Background: an optimization exercise with open tools, aiming at small area. Do not read the settings as production practice.
Only simulation tests tie the RTL to the original design; equivalence was not proved.
Power is estimated from default activity; no workload was simulated.

**config.mk**
```make
export PLATFORM = sky130hd
export DESIGN_NAME = my_chip
export DESIGN_NICKNAME = my_chip
export VERILOG_FILES = /design/flow/design.v
export SDC_FILE = /design/flow/constraint.sdc
export NUM_CORES = 4
export LEC_CHECK = 0
export CAP_MARGIN = 20
export CORE_MARGIN = 2
export CORE_UTILIZATION = 40
export SLEW_MARGIN = 20
```
**constraint.sdc**
```tcl
create_clock -name core_clock -period 12.0 [get_ports {clock}]
set_input_delay 2.4000 -clock core_clock [delete_from_list [all_inputs] [get_ports {clock}]]
set_output_delay 2.4000 -clock core_clock [all_outputs]
set_load 0.01 [all_outputs]
```
**run.sh**
```bash
#!/bin/bash
# synth_recipe.tcl (not shown) runs the flow's synth.tcl, then flattens the netlist and writes it again
# the make line also repeats each setting of config.mk as NAME=value (left out here)
make -C /OpenROAD-flow-scripts/flow DESIGN_CONFIG=/design/flow/config.mk WORK_HOME=/design/flow/orfs CLKGATE_MAP_FILE= SYNTH_SCRIPT=/design/flow/synth_recipe.tcl finish
```
**design.v**
```verilog
module huff_encoder (
	clk,
	reset,
	io_in,
	io_out
);
	input wire clk;
	input wire reset;
	input wire [11:0] io_in;
	output reg [11:0] io_out;
	reg [23:0] data_in;
	reg [8:0] freq_in;
	reg [1:0] count;
	reg [3:0] odd_idx;
	reg [3:0] even_idx;
	wire [56:0] initial_node;
	reg [2:0] state;
	reg [19:0] huff_tree [0:5];
	reg [56:0] in_huff_tree;
	reg [2:0] in_pad;
	wire [2:0] out_pad;
	wire [75:0] out_huff_tree;
	wire [18:0] merged_node;
	reg [8:0] encoded_value;
	reg [8:0] encoded_mask;
	reg done;
	reg [14:0] character;
	reg [2:0] encoded_value_h [0:5];
	reg [2:0] a;
	reg [2:0] b;
	reg [2:0] c;
	reg [2:0] encoded_value_l;
	reg [2:0] encoded_value_r;
	reg is_n_odd;
	freq_calc freq_calc_ins(
		.data_in(data_in),
		.freq_in(freq_in),
		.node(initial_node)
	);
	node_sorter node_sorter_ins(
		.clk(clk),
		.input_node(in_huff_tree[0+:57]),
		.input_pad(in_pad),
		.output_node(out_huff_tree[19+:57]),
		.output_pad(out_pad)
	);
	assign out_huff_tree[0+:19] = 19'b0;
	merge_nodes merge_nodes_ins(
		.min_node(out_huff_tree[57+:19]),
		.second_min_node(out_huff_tree[38+:19]),
		.merged_node(merged_node)
	);
	always @(posedge clk) begin : huffman_enc
		if (reset) begin
			state <= 3'b001;
			a <= 3'd0;
			b <= 3'b000;
			c <= 3'b000;
			done = 'b0;
			in_pad <= 3'b000;
			begin : sv2v_autoblock_1
				reg signed [31:0] i;
				for (i = 0; i < 3; i = i + 1)
					begin
						encoded_value[(2 - i) * 3+:3] = 'b0;
						encoded_mask[(2 - i) * 3+:3] = 'b0;
						in_huff_tree[((2 - i) * 19) + 18-:5] <= 'b0;
						in_huff_tree[((2 - i) * 19) + 13-:3] <= 'b0;
						in_huff_tree[((2 - i) * 19) + 10] <= 'b0;
						in_huff_tree[((2 - i) * 19) + 9-:5] <= 'b0;
						in_huff_tree[((2 - i) * 19) + 4-:5] <= 'b0;
						character[(2 - i) * 5+:5] = 'b0;
					end
			end
			begin : sv2v_autoblock_2
				reg signed [31:0] i;
				for (i = 0; i < 6; i = i + 1)
					begin
						encoded_value_h[i] = 'b0;
						huff_tree[i][19-:5] = 'b0;
						huff_tree[i][14] = 1'b0;
						huff_tree[i][3-:2] = 'b0;
						huff_tree[i][13-:5] = 'b0;
						huff_tree[i][8-:5] = 'b0;
						huff_tree[i][1-:2] = 'b0;
					end
			end
			encoded_value_l = 'b0;
			encoded_value_r = 'b0;
		end
		else
			case (state)
				3'b001: begin
					done = 'b0;
					io_out <= 'b0;
					a <= 'b0;
					b <= 'b0;
					if (io_in[11] == 1'b1) begin
						if (c < 3) begin
							data_in[(2 - c) * 8+:8] <= io_in[7:0];
							freq_in[(2 - c) * 3+:3] <= io_in[10:8];
						end
						c <= c + 1'b1;
					end
					state <= (c == 3 ? 3'b010 : 3'b001);
				end
				3'b010: begin
					count = 3;
					begin : sv2v_autoblock_3
						reg signed [31:0] i;
						for (i = 0; i < 3; i = i + 1)
							in_huff_tree[(2 - i) * 19+:19] <= initial_node[(2 - i) * 19+:19];
					end
					in_pad <= 3'b000;
					state <= 3'b011;
				end
				3'b011: state <= 3'b100;
				3'b100: begin
					in_huff_tree[38+:19] <= merged_node;
					in_huff_tree[0+:38] <= out_huff_tree[0+:38];
					in_pad <= {out_pad[2] | out_pad[1], out_pad[0], 1'b1};
					count = count - 1'b1;
					even_idx = count << 1'b1;
					odd_idx = even_idx + 1'b1;
					huff_tree[even_idx][19-:5] = out_huff_tree[75-:5];
					huff_tree[odd_idx][19-:5] = out_huff_tree[56-:5];
					huff_tree[even_idx][14] = out_huff_tree[67];
					huff_tree[odd_idx][14] = out_huff_tree[48];
					huff_tree[even_idx][13-:5] = out_huff_tree[66-:5];
					huff_tree[odd_idx][13-:5] = out_huff_tree[47-:5];
					huff_tree[even_idx][8-:5] = out_huff_tree[61-:5];
					huff_tree[odd_idx][8-:5] = out_huff_tree[42-:5];
					huff_tree[1][19-:5] = out_huff_tree[75-:5];
					huff_tree[1][14] = out_huff_tree[67];
					huff_tree[1][13-:5] = out_huff_tree[66-:5];
					huff_tree[1][8-:5] = out_huff_tree[61-:5];
					if (!(count[0] | count[1]))
						state <= 3'b101;
					else
						state <= 3'b011;
				end
				3'b101: begin
					begin : sv2v_autoblock_4
						reg signed [31:0] l;
						for (l = 5; l > 1; l = l - 1)
							begin : sv2v_autoblock_5
								reg signed [31:0] n;
								for (n = 1; n < 6; n = n + 1)
									if ((huff_tree[n][14] == 'b0) && ((huff_tree[n][13-:5] == huff_tree[l][19-:5]) || (huff_tree[n][8-:5] == huff_tree[l][19-:5])))
										huff_tree[l][3-:2] = n;
							end
					end
					begin : sv2v_autoblock_6
						reg signed [31:0] n;
						for (n = 2; n < 6; n = n + 1)
							huff_tree[n][1-:2] = huff_tree[huff_tree[n][3-:2]][1-:2] + 1'b1;
					end
					state <= 3'b110;
				end
				3'b110: begin
					begin : sv2v_autoblock_7
						reg signed [31:0] n;
						for (n = 2; n < 6; n = n + 1)
							begin
								encoded_value_l = encoded_value_h[huff_tree[n][3-:2]] << 1'b1;
								encoded_value_r = (encoded_value_h[huff_tree[n][3-:2]] << 1'b1) | 1'b1;
								is_n_odd = n[0];
								if (huff_tree[n][3-:2] != 1'b1)
									encoded_value_h[n] = (is_n_odd ? encoded_value_r : encoded_value_l);
								else if (huff_tree[n][3-:2] == 1'b1)
									encoded_value_h[n][0] = (is_n_odd ? 1'b1 : 1'b0);
							end
					end
					begin : sv2v_autoblock_8
						integer i;
						for (i = 0; i <= 2; i = i + 1)
							begin : sv2v_autoblock_9
								reg signed [31:0] n;
								for (n = 1; n < 6; n = n + 1)
									if ((huff_tree[n][19-:5] == data_in[((2 - i) * 8) + 3-:4]) && (huff_tree[n][14] == 'b1)) begin
										encoded_mask[(2 - i) * 3+:3] = (1'b1 << huff_tree[n][1-:2]) - 1'b1;
										encoded_value[(2 - i) * 3+:3] = encoded_value_h[n];
										character[(2 - i) * 5+:5] = huff_tree[n][19-:5];
									end
							end
					end
					state <= 3'b111;
				end
				3'b111: begin
					c <= 'b0;
					done = 1'b1;
					io_out[8:0] <= (b[0] == 1'b0 ? {done, 3'b011, (a > 2 ? 5'b00000 : character[(2 - a) * 5+:5])} : {done, 2'b00, encoded_mask[(2 - a) * 3+:3], encoded_value[(2 - a) * 3+:3]});
					b <= b + 1'b1;
					a <= (b[0] == 1'b1 ? a + 1 : a);
					state <= (a > 2 ? 3'b001 : 3'b111);
				end
				default: state <= 3'b001;
			endcase
	end
endmodule
module freq_calc (
	data_in,
	freq_in,
	node
);
	input wire [23:0] data_in;
	input wire [8:0] freq_in;
	output reg [56:0] node;
	always @(*) begin : sv2v_autoblock_1
		reg signed [31:0] i;
		for (i = 0; i < 3; i = i + 1)
			begin
				node[((2 - i) * 19) + 18-:5] = data_in[(2 - i) * 8+:8];
				node[((2 - i) * 19) + 13-:3] = freq_in[(2 - i) * 3+:3];
				node[((2 - i) * 19) + 9-:5] = 'b0;
				node[((2 - i) * 19) + 4-:5] = 'b0;
				node[((2 - i) * 19) + 10] = 1'b1;
			end
	end
endmodule
module node_sorter (
	clk,
	input_node,
	input_pad,
	output_node,
	output_pad
);
	input wire clk;
	input wire [56:0] input_node;
	input wire [2:0] input_pad;
	output reg [56:0] output_node;
	output reg [2:0] output_pad;
	reg [18:0] temp_node;
	reg [56:0] sort_tmp;
	reg [2:0] pad_tmp;
	always @(posedge clk) begin
		begin : sv2v_autoblock_1
			reg signed [31:0] i;
			for (i = 0; i < 3; i = i + 1)
				sort_tmp = input_node;
		end
		pad_tmp = input_pad;
		begin : sv2v_autoblock_2
			reg signed [31:0] j;
			for (j = 0; j < 2; j = j + 1)
				begin : sv2v_autoblock_3
					reg signed [31:0] k;
					for (k = 0; k < 2; k = k + 1)
						if (!(pad_tmp[2 - k] | pad_tmp[2 - (k + 1)]) && (((sort_tmp[((2 - k) * 19) + 13-:3] == sort_tmp[((2 - (k + 1)) * 19) + 13-:3]) && (sort_tmp[((2 - k) * 19) + 18-:5] > sort_tmp[((2 - (k + 1)) * 19) + 18-:5])) || (sort_tmp[((2 - k) * 19) + 13-:3] > sort_tmp[((2 - (k + 1)) * 19) + 13-:3]))) begin
							temp_node = sort_tmp[(2 - k) * 19+:19];
							sort_tmp[(2 - k) * 19+:19] = sort_tmp[(2 - (k + 1)) * 19+:19];
							sort_tmp[(2 - (k + 1)) * 19+:19] = temp_node;
							pad_tmp[2 - k] = 1'b0;
							pad_tmp[2 - (k + 1)] = 1'b0;
						end
				end
		end
		output_node <= sort_tmp;
		output_pad <= pad_tmp;
	end
endmodule
module merge_nodes (
	min_node,
	second_min_node,
	merged_node
);
	input wire [18:0] min_node;
	input wire [18:0] second_min_node;
	output wire [18:0] merged_node;
	assign merged_node[18-:5] = min_node[18-:5] + second_min_node[18-:5];
	assign merged_node[13-:3] = min_node[13-:3] + second_min_node[13-:3];
	assign merged_node[9-:5] = min_node[18-:5];
	assign merged_node[4-:5] = second_min_node[18-:5];
	assign merged_node[10] = 1'b0;
endmodule
`default_nettype none
module my_chip (
    input logic [11:0] io_in,  
    output logic [11:0] io_out,  
    input logic clock,
    input logic reset  
);
    huff_encoder DUT(.clk(clock), .reset(reset), .io_in(io_in), .io_out(io_out));  
endmodule
```
==> flow_summary.yaml, run 1 <==
flow_run:
  maxCapViolCount: 0
sta:
  fin_crit_sh: 0.863
  slew_violations: 0
  finalSetupTns_ps: 0
  skew_ps: 24.1
  max_freq_mhz: 96.5
  period_needed_ps: 10360
  relSlewSlack: 0.195
  finalSetupViolCount: 0
  worst_pin_slew_ps: 1210
  timing.final.ws_setup_ps: 1640
  hold_viol: 0
  rsz0062_at_grt: "no"
synth:
  synthFlopType: "dfxtp_1"
  ys_seq_elements: 292
  avgSynthCellArea_um2: 8.25
  muxShareOfSynthArea: 0.0889
  synth_compound_area_frac: 0.176
  synth.most_common_cell: "nand2_1"
  synthAdderAreaFrac: 0.0494
  synth_edf_count: 34
  syn_inst: 2303
  synth_area_leader_cell: "dfxtp_1"
  syn_area_um2: 19000
  yosys-top-cells-area: "dfxtp_1 27%, xor2_1 7.4%, mux2i_1 5.5%"
  synth-simple-area-share: 0.170
  yosys_warnings: 5
  async_flop_share: 0
  yosysSeqAreaShare: 0.325
  synth-xor-area-share: 0.122
  yosysUniqueCellTypes: 85
  synth_top_area_frac: 0.272
  synth_common_cells: "265 x nand2_1, 258 x dfxtp_1, 199 x nor2_1"
  synth_top_family_by_area: "compound AO/OA/AOI/OAI gates"
worst_setup_path:
  rr_worst_depth: 38
  cp.required_ps: 12470
  worstSetupEndpointType: "register"
  max_stage_delay_ps: 790
  slowest_stage: "a21oi_1"
  path_class: "register to register"
  cp.arrival_ps: 10830
  critical_path.max_fanout: 31
  path_common_cell: "o21a_1"
  startpoint_type: "register"
detailed_routing:
  routedWlPerCell_um: 19.5
  route.vias.total: 16200
  drc_errors: 0
  drt-vias-per-instance: 5.78
  drt-pass1-iter-count: 6
  drt_wl_total_mm: 54.7
  antenna_left: 0
  drt_iter0_drc: 1233
global_routing:
  grt_antenna_before_repair: 0
  grt_pass1_wl_mm: 86.6
  grtUsageTotal: 0.218
  grt_overflow: 0
  grt_pass1_vias: 15500
  grt_max_degree: 86
cts:
  cts_root_buffer: "clkbuf_16"
  htreeDepth: 2
  clk_latency_ps: 550
  cts-resized-gates: 0
  clkTransAtPathRegs_ps: 60
  cts_hold_buffers: 0
  postCtsSetupBuffers: 0
  cts_inserted_buffers: 35
  clock_path_buffers: 3
  clkSinkCount: 292
  cts_tree: "built"
floorplanning:
  ios: 26
  die_w_um: 222
  die_area_um2: 49300
  core-area_um2: 46800
  start_util: 0.407
  die_height_um: 222
  row_count: 79
worst_hold_path:
  whs_path_depth: 0
  worst_hold_path_type: "register to register"
final_layout:
  drive_gt1_frac: 0.0799
  layout.nets: 2263
  syn_to_final_growth_pct: 7.12
  diodes: 0
  fill_cells: 4512
pwr:
  leakagePower_nw: 8.34
  pwr_density_cell_nw_per_um2: 216
  power_mw: 4.39
  peakVddDrop_mv: 0.492
status:
  status: "no timing/DRC/antenna violations"
place:
  pre_cts_ws_ps: 1660
  dp_hpwl_mm: 37.7
  place_congestion: 0.886
  numPortBuffers: 18
[path summary, 6_finish.rpt]
kind                                     start                                            to  slack, ps
min reg2reg         DUT.in_pad[2]$_SDFFE_PP0N_  DUT.node_sorter_ins.output_pad[2]$_SDFF_PP0_        410
max          DUT.in_huff_tree[34]$_SDFFE_PP0N_   DUT.node_sorter_ins.output_node[10]$_DFF_P_       1640
max reg2reg  DUT.in_huff_tree[34]$_SDFFE_PP0N_   DUT.node_sorter_ins.output_node[10]$_DFF_P_       1640
min                 DUT.in_pad[2]$_SDFFE_PP0N_  DUT.node_sorter_ins.output_pad[2]$_SDFF_PP0_        410
[sequential cells by signal, indices dropped and copies added, names as in the netlist, 10 cells and up]
name,flops
DUT.data_in,15
DUT.in_huff_tree,46
DUT.huff_tree,96
DUT.character,15
DUT.encoded_value_h,10
DUT.node_sorter_ins.output_node,57
[layout make-up]
class | instances | area, µm² | area share
inverter | 75 | 282 | 0.0138
tap | 607 | 759 | 0.0373
multi-input combinational | 1718 | 11600 | 0.567
clock buffer | 53 | 1040 | 0.0513
clock inverter | 9 | 68.8 | 0.00338
timing repair buffer | 55 | 467 | 0.0229
sequential | 292 | 6190 | 0.304
[kinds of logic (layout without fill, tap and decap cells)]
kind of cell | count (synthesis) | count (layout)
XOR/XNOR | 264 | 264
AND/OR/NAND/NOR | 709 | 709
multiplexers | 157 | 157
other | 1 | 4
flip-flops | 292 | 292
buffers and inverters | 296 | 192
adder cells (fa/ha/maj) | 72 | 72
AO/OA/AOI/OAI | 512 | 512
[routing by layer]
layer | vias to the layer above | track usage | part of all wire
li1 | 7769 | - | -
met1 | 7769 | 0.298 | 0.45
met2 | 569 | 0.354 | 0.46
met3 | 117 | 0.0239 | 0.061
met4 | 0 | 0.0804 | 0.030
met5 | - | 0 | 0
[placed cells by master (no fill, tap or decap), types with 16 or more instances in the layout]
| cell type | netlist | final |
|---|---|---|
| mux2i_1 | 105 | 105 |
| clkdlybuf4s50_1 | 0 | 17 |
| o22ai_1 | 67 | 67 |
| nor3_1 | 73 | 71 |
| a21oi_1 | 179 | 179 |
| ha_1 | 67 | 67 |
| a221oi_1 | 21 | 21 |
| a22o_1 | 20 | 20 |
| nor2b_1 | 26 | 26 |
| mux2_2 | 46 | 46 |
| clkbuf_16 | 0 | 36 |
| nor2_1 | 199 | 197 |
| o21ai_0 | 47 | 47 |
| nand2b_1 | 16 | 16 |
| xnor2_1 | 103 | 103 |
| xor2_1 | 161 | 161 |
| inv_1 | 72 | 72 |
| dfxtp_1 | 258 | 257 |
| a22oi_1 | 34 | 34 |
| nand3_1 | 57 | 57 |
| a211oi_1 | 31 | 31 |
| edfxtp_1 | 34 | 34 |
| buf_4 | 16 | 36 |
| nand2_1 | 265 | 263 |
| o211ai_1 | 17 | 17 |
[worst max-delay path, delay by kind of cell, from the launching register on]
| kind | cells | cell delay (ps) |
|---|---|---|
| simple gates | 4 | 540 |
| compound gates | 23 | 6110 |
| flops | 1 | 320 |
| buf+inv | 4 | 960 |
| fa+ha+maj | 4 | 1150 |
| mux | 3 | 1160 |
[through the flow]
stage | cell area, µm² | cells | utilization | hold slack (ps)
final | 20400 | 2809 | 0.435 | 411
after global routing | 20400 | 2809 | 0.435 | 417
after CTS | 20300 | 2808 | 0.435 | 403
after detailed placement | 19200 | 2746 | 0.411 | 398
after global placement | 19200 | 2746 | 0.411 | 399
after floorplan | 19000 | 2306 | - | 421
[power breakdown]
part,switching [mW],leakage (nW),internal [mW]
clock network,0.430,0.554,0.605
registers,0.129,2.40,1.12
logic,1.31,5.38,0.806
==> run 2: changes to the inputs <==
==> design.v (replaced) <==
module huff_encoder (
	clk,
	reset,
	io_in,
	io_out
);
	input wire clk;
	input wire reset;
	input wire [11:0] io_in;
	output wire [11:0] io_out;
	reg [5:0] s0, s1, s2;    
	reg [4:0] cnt;           
	reg nsw;                 
	reg c2a;                 
	reg [1:0] lvl;           
	wire en = io_in[11];
	wire collect = (cnt < 5'd3) | (cnt == 5'd20);
	wire load = collect & en;
	wire rot = (cnt == 5'd3) | (cnt == 5'd4) | (cnt == 5'd5) | (cnt == 5'd15) | (cnt == 5'd17);
	always @(posedge clk)
		if (load | rot) begin
			s0 <= s1;
			s1 <= s2;
			s2 <= load ? {io_in[9:8], io_in[3:0]} : s0;
		end
	always @(posedge clk)
		if (reset)
			cnt <= 5'd0;
		else if (cnt == 5'd20)
			cnt <= {4'd0, en};
		else if (cnt < 5'd3)
			cnt <= cnt + {4'd0, en};
		else
			cnt <= cnt + 5'd1;
	wire [1:0] f0 = s0[5:4], f1 = s1[5:4], f2 = s2[5:4];
	wire [3:0] x0 = s0[3:0], x1 = s1[3:0], x2 = s2[3:0];
	wire eq1 = x0 == x1;
	wire eq2 = x0 == x2;
	wire xg1 = x0 > x1;
	wire xg2 = x0 > x2;
	wire gt1 = (f0 > f1) | ((f0 == f1) & xg1);
	wire gt2 = (f0 > f2) | ((f0 == f2) & xg2);
	wire c2 = gt1 & gt2 & ~eq1 & ~eq2;
	wire c12 = (f1 > f2) | ((f1 == f2) & (eq1 ? xg2 : ~xg1));
	wire med = eq1 ? (eq2 | ~(gt2 ^ c12)) : (eq2 ? (gt1 ^ c12) : (gt1 ^ gt2));
	wire [2:0] fs = f1 + f2;
	wire [4:0] xs = x1 + x2;
	wire term = ({1'b0, f0} > fs) | (({1'b0, f0} == fs) & (xs <= {1'b0, x0}));
	always @(posedge clk) begin
		if (cnt == 5'd3) begin
			nsw <= term;
			c2a <= c2;
		end else if ((cnt == 5'd4) | (cnt == 5'd5)) begin
			nsw <= nsw | term;
			c2a <= c2a | c2;
		end
	end
	wire dup = ~c2a;
	wire a1 = lvl[1];
	wire b2 = lvl[1] & lvl[0];
	always @(posedge clk)
		if (reset)
			lvl <= 2'd0;
		else if (cnt == 5'd19)
			case (lvl)
				2'd0: lvl <= 2'd1;
				2'd1: lvl <= (~nsw & dup) ? 2'd2 : 2'd1;
				2'd2: lvl <= (nsw & dup) ? 2'd3 : 2'd2;
				default: lvl <= 2'd3;
			endcase
	wire active = (cnt >= 5'd14) & (cnt <= 5'd20);
	wire charw = active & ~cnt[0];
	wire maskw = active & cnt[0];
	wire showc = charw & (cnt != 5'd20);
	wire [2:0] value = {nsw & (c2 ? b2 : a1), ~nsw & (~c2 | a1), c2 ? nsw : med};
	assign io_out[11:9] = 3'b000;
	assign io_out[8] = active;
	assign io_out[7] = 1'b0;
	assign io_out[6] = charw;
	assign io_out[5] = charw;
	assign io_out[4] = maskw & ~c2;
	assign io_out[3] = (showc & x0[3]) | maskw;
	assign io_out[2:0] = showc ? x0[2:0] : (maskw ? value : 3'b000);
endmodule
`default_nettype none
module my_chip (
    input logic [11:0] io_in,  
    output logic [11:0] io_out,  
    input logic clock,
    input logic reset  
);
    huff_encoder DUT(.clk(clock), .reset(reset), .io_in(io_in), .io_out(io_out));
endmodule
==> flow_summary.yaml, run 2 <==
worst_setup_path:
  cp_cell_sequence: "ha_1, a21oi_1, a41oi_2, nand4_1, o31ai_1, a31o_1, clkdlybuf4s50_1"
  worstSetupEndpointType: "output port"
  path_buf_inv: 1
  cp.required_ps: 9600
  cp.arrival_ps: 2730
  max_stage_delay_ps: 530
  critical_path.max_fanout: 5
  slowest_stage: "clkdlybuf4s50_1"
  critPathTopFamily: "compound AO/OA/AOI/OAI gates"
  startpoint_type: "register"
  path_class: "register to output port"
sta:
  skew_ps: 3.09
  period_needed_ps: 5130
  rsz0062_at_grt: "no"
  fin_crit_sh: 0.427
  timing.final.ws_setup_ps: 6870
  slew_violations: 0
  worst_pin_slew_ps: 549
  finalSetupViolCount: 0
  relSlewSlack: 0.634
  hold_viol: 0
  finalSetupTns_ps: 0
  max_freq_mhz: 195
pwr:
  pwr_density_cell_nw_per_um2: 110
  leakagePower_nw: 1.04
  peakVddDrop_mv: 0.0508
cts:
  clkSinkCount: 27
  cts_tree: "built"
  cts-resized-gates: 0
  cts_root_buffer: "clkbuf_8"
  postCtsSetupBuffers: 0
  cts_hold_buffers: 0
  htreeDepth: 1
  clkTransAtPathRegs_ps: 100
  cts_inserted_buffers: 3
  clock_path_buffers: 2
  clk_latency_ps: 270
synth:
  syn_inst: 217
  yosysSeqAreaShare: 0.342
  synth_top_area_frac: 0.277
  yosysUniqueCellTypes: 53
  avgSynthCellArea_um2: 9.99
  synth_edf_count: 20
  yosys-top-cells-area: "edfxtp_1 28%, ha_1 16%, dfxtp_1 6.5%"
  synth_area_leader_cell: "edfxtp_1"
  yosys_warnings: 1
  synthFlopType: "edfxtp_1"
  synth_common_cells: "27 x ha_1, 26 x inv_1, 20 x edfxtp_1"
  syn_area_um2: 2170
  ys_seq_elements: 27
  async_flop_share: 0
  synth.most_common_cell: "ha_1"
global_routing:
  grtUsageTotal: 0.149
  grt_pass1_vias: 1516
  grt_overflow: 0
  grt_max_degree: 19
  grt_pass1_wl_mm: 7.18
  grt_antenna_before_repair: 0
detailed_routing:
  drc_errors: 0
  antenna_left: 0
  drt_wl_total_mm: 4.07
  drt-vias-per-instance: 5.17
  routedWlPerCell_um: 13.6
  route.vias.total: 1546
  drt-pass1-iter-count: 4
  drt_iter0_drc: 84
flow_run:
  maxCapViolCount: 0
final_layout:
  drive_gt1_frac: 0.0830
  diodes: 0
  final_cells: 299
  mostFrequentLayoutCells: "27 x ha_1, 26 x inv_1, 20 x edfxtp_1"
  final_common_cell: "ha_1"
  syn_to_final_growth_pct: 10.6
  fill_cells: 514
  layout.nets: 273
floorplanning:
  die_area_um2: 6020
  row_count: 26
  start_util: 0.419
  die_w_um: 77.6
  ios: 26
  die_height_um: 77.6
  core-area_um2: 5170
place:
  place_congestion: 0.760
  numPortBuffers: 16
  dp_cells: 295
  pre_cts_ws_ps: 7170
  dp_hpwl_mm: 3.18
status:
  status: "no timing/DRC/antenna violations"
worst_hold_path:
  worst_hold_path_type: "register to register"
==> run 2: cell types whose count changed in the layout (fill, tap and decap cells not counted), sizes merged, moves of 41 or more <==
cell	change
xor2	-159
nor2	-186
clkbuf	-50
mux2i	-102
a21oi	-163
inv	-50
o22ai	-66
nor3	-74
mux2	-41
nand3	-52
dfxtp	-251
xnor2	-100
nand2	-257
==> run 2: cell type report <==
class	count	area, µm²	share of cell area
Timing Repair Buffer	17	168	0.0699
Tap cell	70	87.6	0.0365
Inverter	26	97.6	0.0407
Sequential cell	27	741	0.309
Clock buffer	3	41.3	0.0172
Multi-Input combinational cell	155	1260	0.525
Clock inverter	1	5.00	0.00209
==> run 2: worst reg2reg max path, cell delays in order (launching register included) <==
cell	delay (ps)
edfxtp_1	420
ha_1	190
inv_1	50
fa_1	480
inv_1	40
ha_1	280
nor2b_1	110
o21ai_0	70
nand2b_1	80
a21oi_1	60
a41oi_1	200
o221ai_1	150
==> run 2: cells by family (layout without fill, tap and decap cells) <==
kind of cell | Yosys count | count (layout) | share of synthesized area
mux | 10 | 10 | 0.0502
compound gates | 46 | 46 | 0.150
xor+xnor | 5 | 5 | 0.0202
simple gates | 61 | 61 | 0.175
flops | 27 | 27 | 0.342
buf+inv | 38 | 47 | 0.0866
fa+ha+maj | 29 | 29 | 0.174
other cells | 1 | 4 | 0.00173
==> run 2: stage by stage <==
stage	hold slack, ps	power (mW)	area [µm²]	utilization
4_1_cts	501	0.266	2400	0.463
5_1_grt	526	0.283	2400	0.463
3_3_place_gp	478	0.209	2350	0.455
6_report	499	0.263	2400	0.463
3_5_place_dp	477	0.212	2350	0.455
2_1_floorplan	454	0.190	2180	-
==> run 2: worst paths after layout <==
kind | start | endpoint | slack [ps] | cells after the start
setup reg to reg | DUT.s1[0]$_DFFE_PP_ | DUT.nsw$_DFFE_PP_ | 9600 | 11
setup / recovery | DUT.s0[3]$_DFFE_PP_ | io_out[0] | 6870 | 7
hold / removal | DUT.s1[2]$_DFFE_PP_ | DUT.s0[2]$_DFFE_PP_ | 500 | 0
hold reg to reg | DUT.s1[2]$_DFFE_PP_ | DUT.s0[2]$_DFFE_PP_ | 500 | 0
==> run 2: power breakdown <==
part	switching (mW)	internal, mW
combinational	0.0478	0.0402
clock	0.0298	0.0233
sequential	0.0107	0.111
==> run 2: layer usage <==
metal,part of all wire,track usage
met1,0.52,0.215
met4,0.014,0.0482
met5,0,0
met2,0.44,0.231
met3,0.026,0.0186

static timing again, ports no longer ideal:
How much do the figures lean on ideal ports? The routed layouts below were timed once more, with nothing changed but the port constraints. Step 1 sets driving cells, clkbuf_16 on the clock port and buf_2 on the other inputs (assumed; they add their load-dependent delay and slew). Step 2 moves the port delays by t, midway between the first and last clock arrival at a register: inputs arrive t later, outputs are due t later. That takes back most of the time a late clock gives input paths. a / b / c = ideal / step 1 / step 2; a / b = the first two.
| run | shift t [ns] | setup slack, ns | hold slack, ns | worst slew at a driven data input, ns |
|---|---|---|---|---|
| run 1 | 0.591 | 1.640 / 1.640 / 1.640 | 0.411 / 0.411 / 0.411 | 0.05 |
| run 2 | 0.299 | 6.872 / 6.845 / 7.144 | 0.499 / 0.499 / 0.499 | 0.03 |
After both steps setup and hold are still met in every run listed.
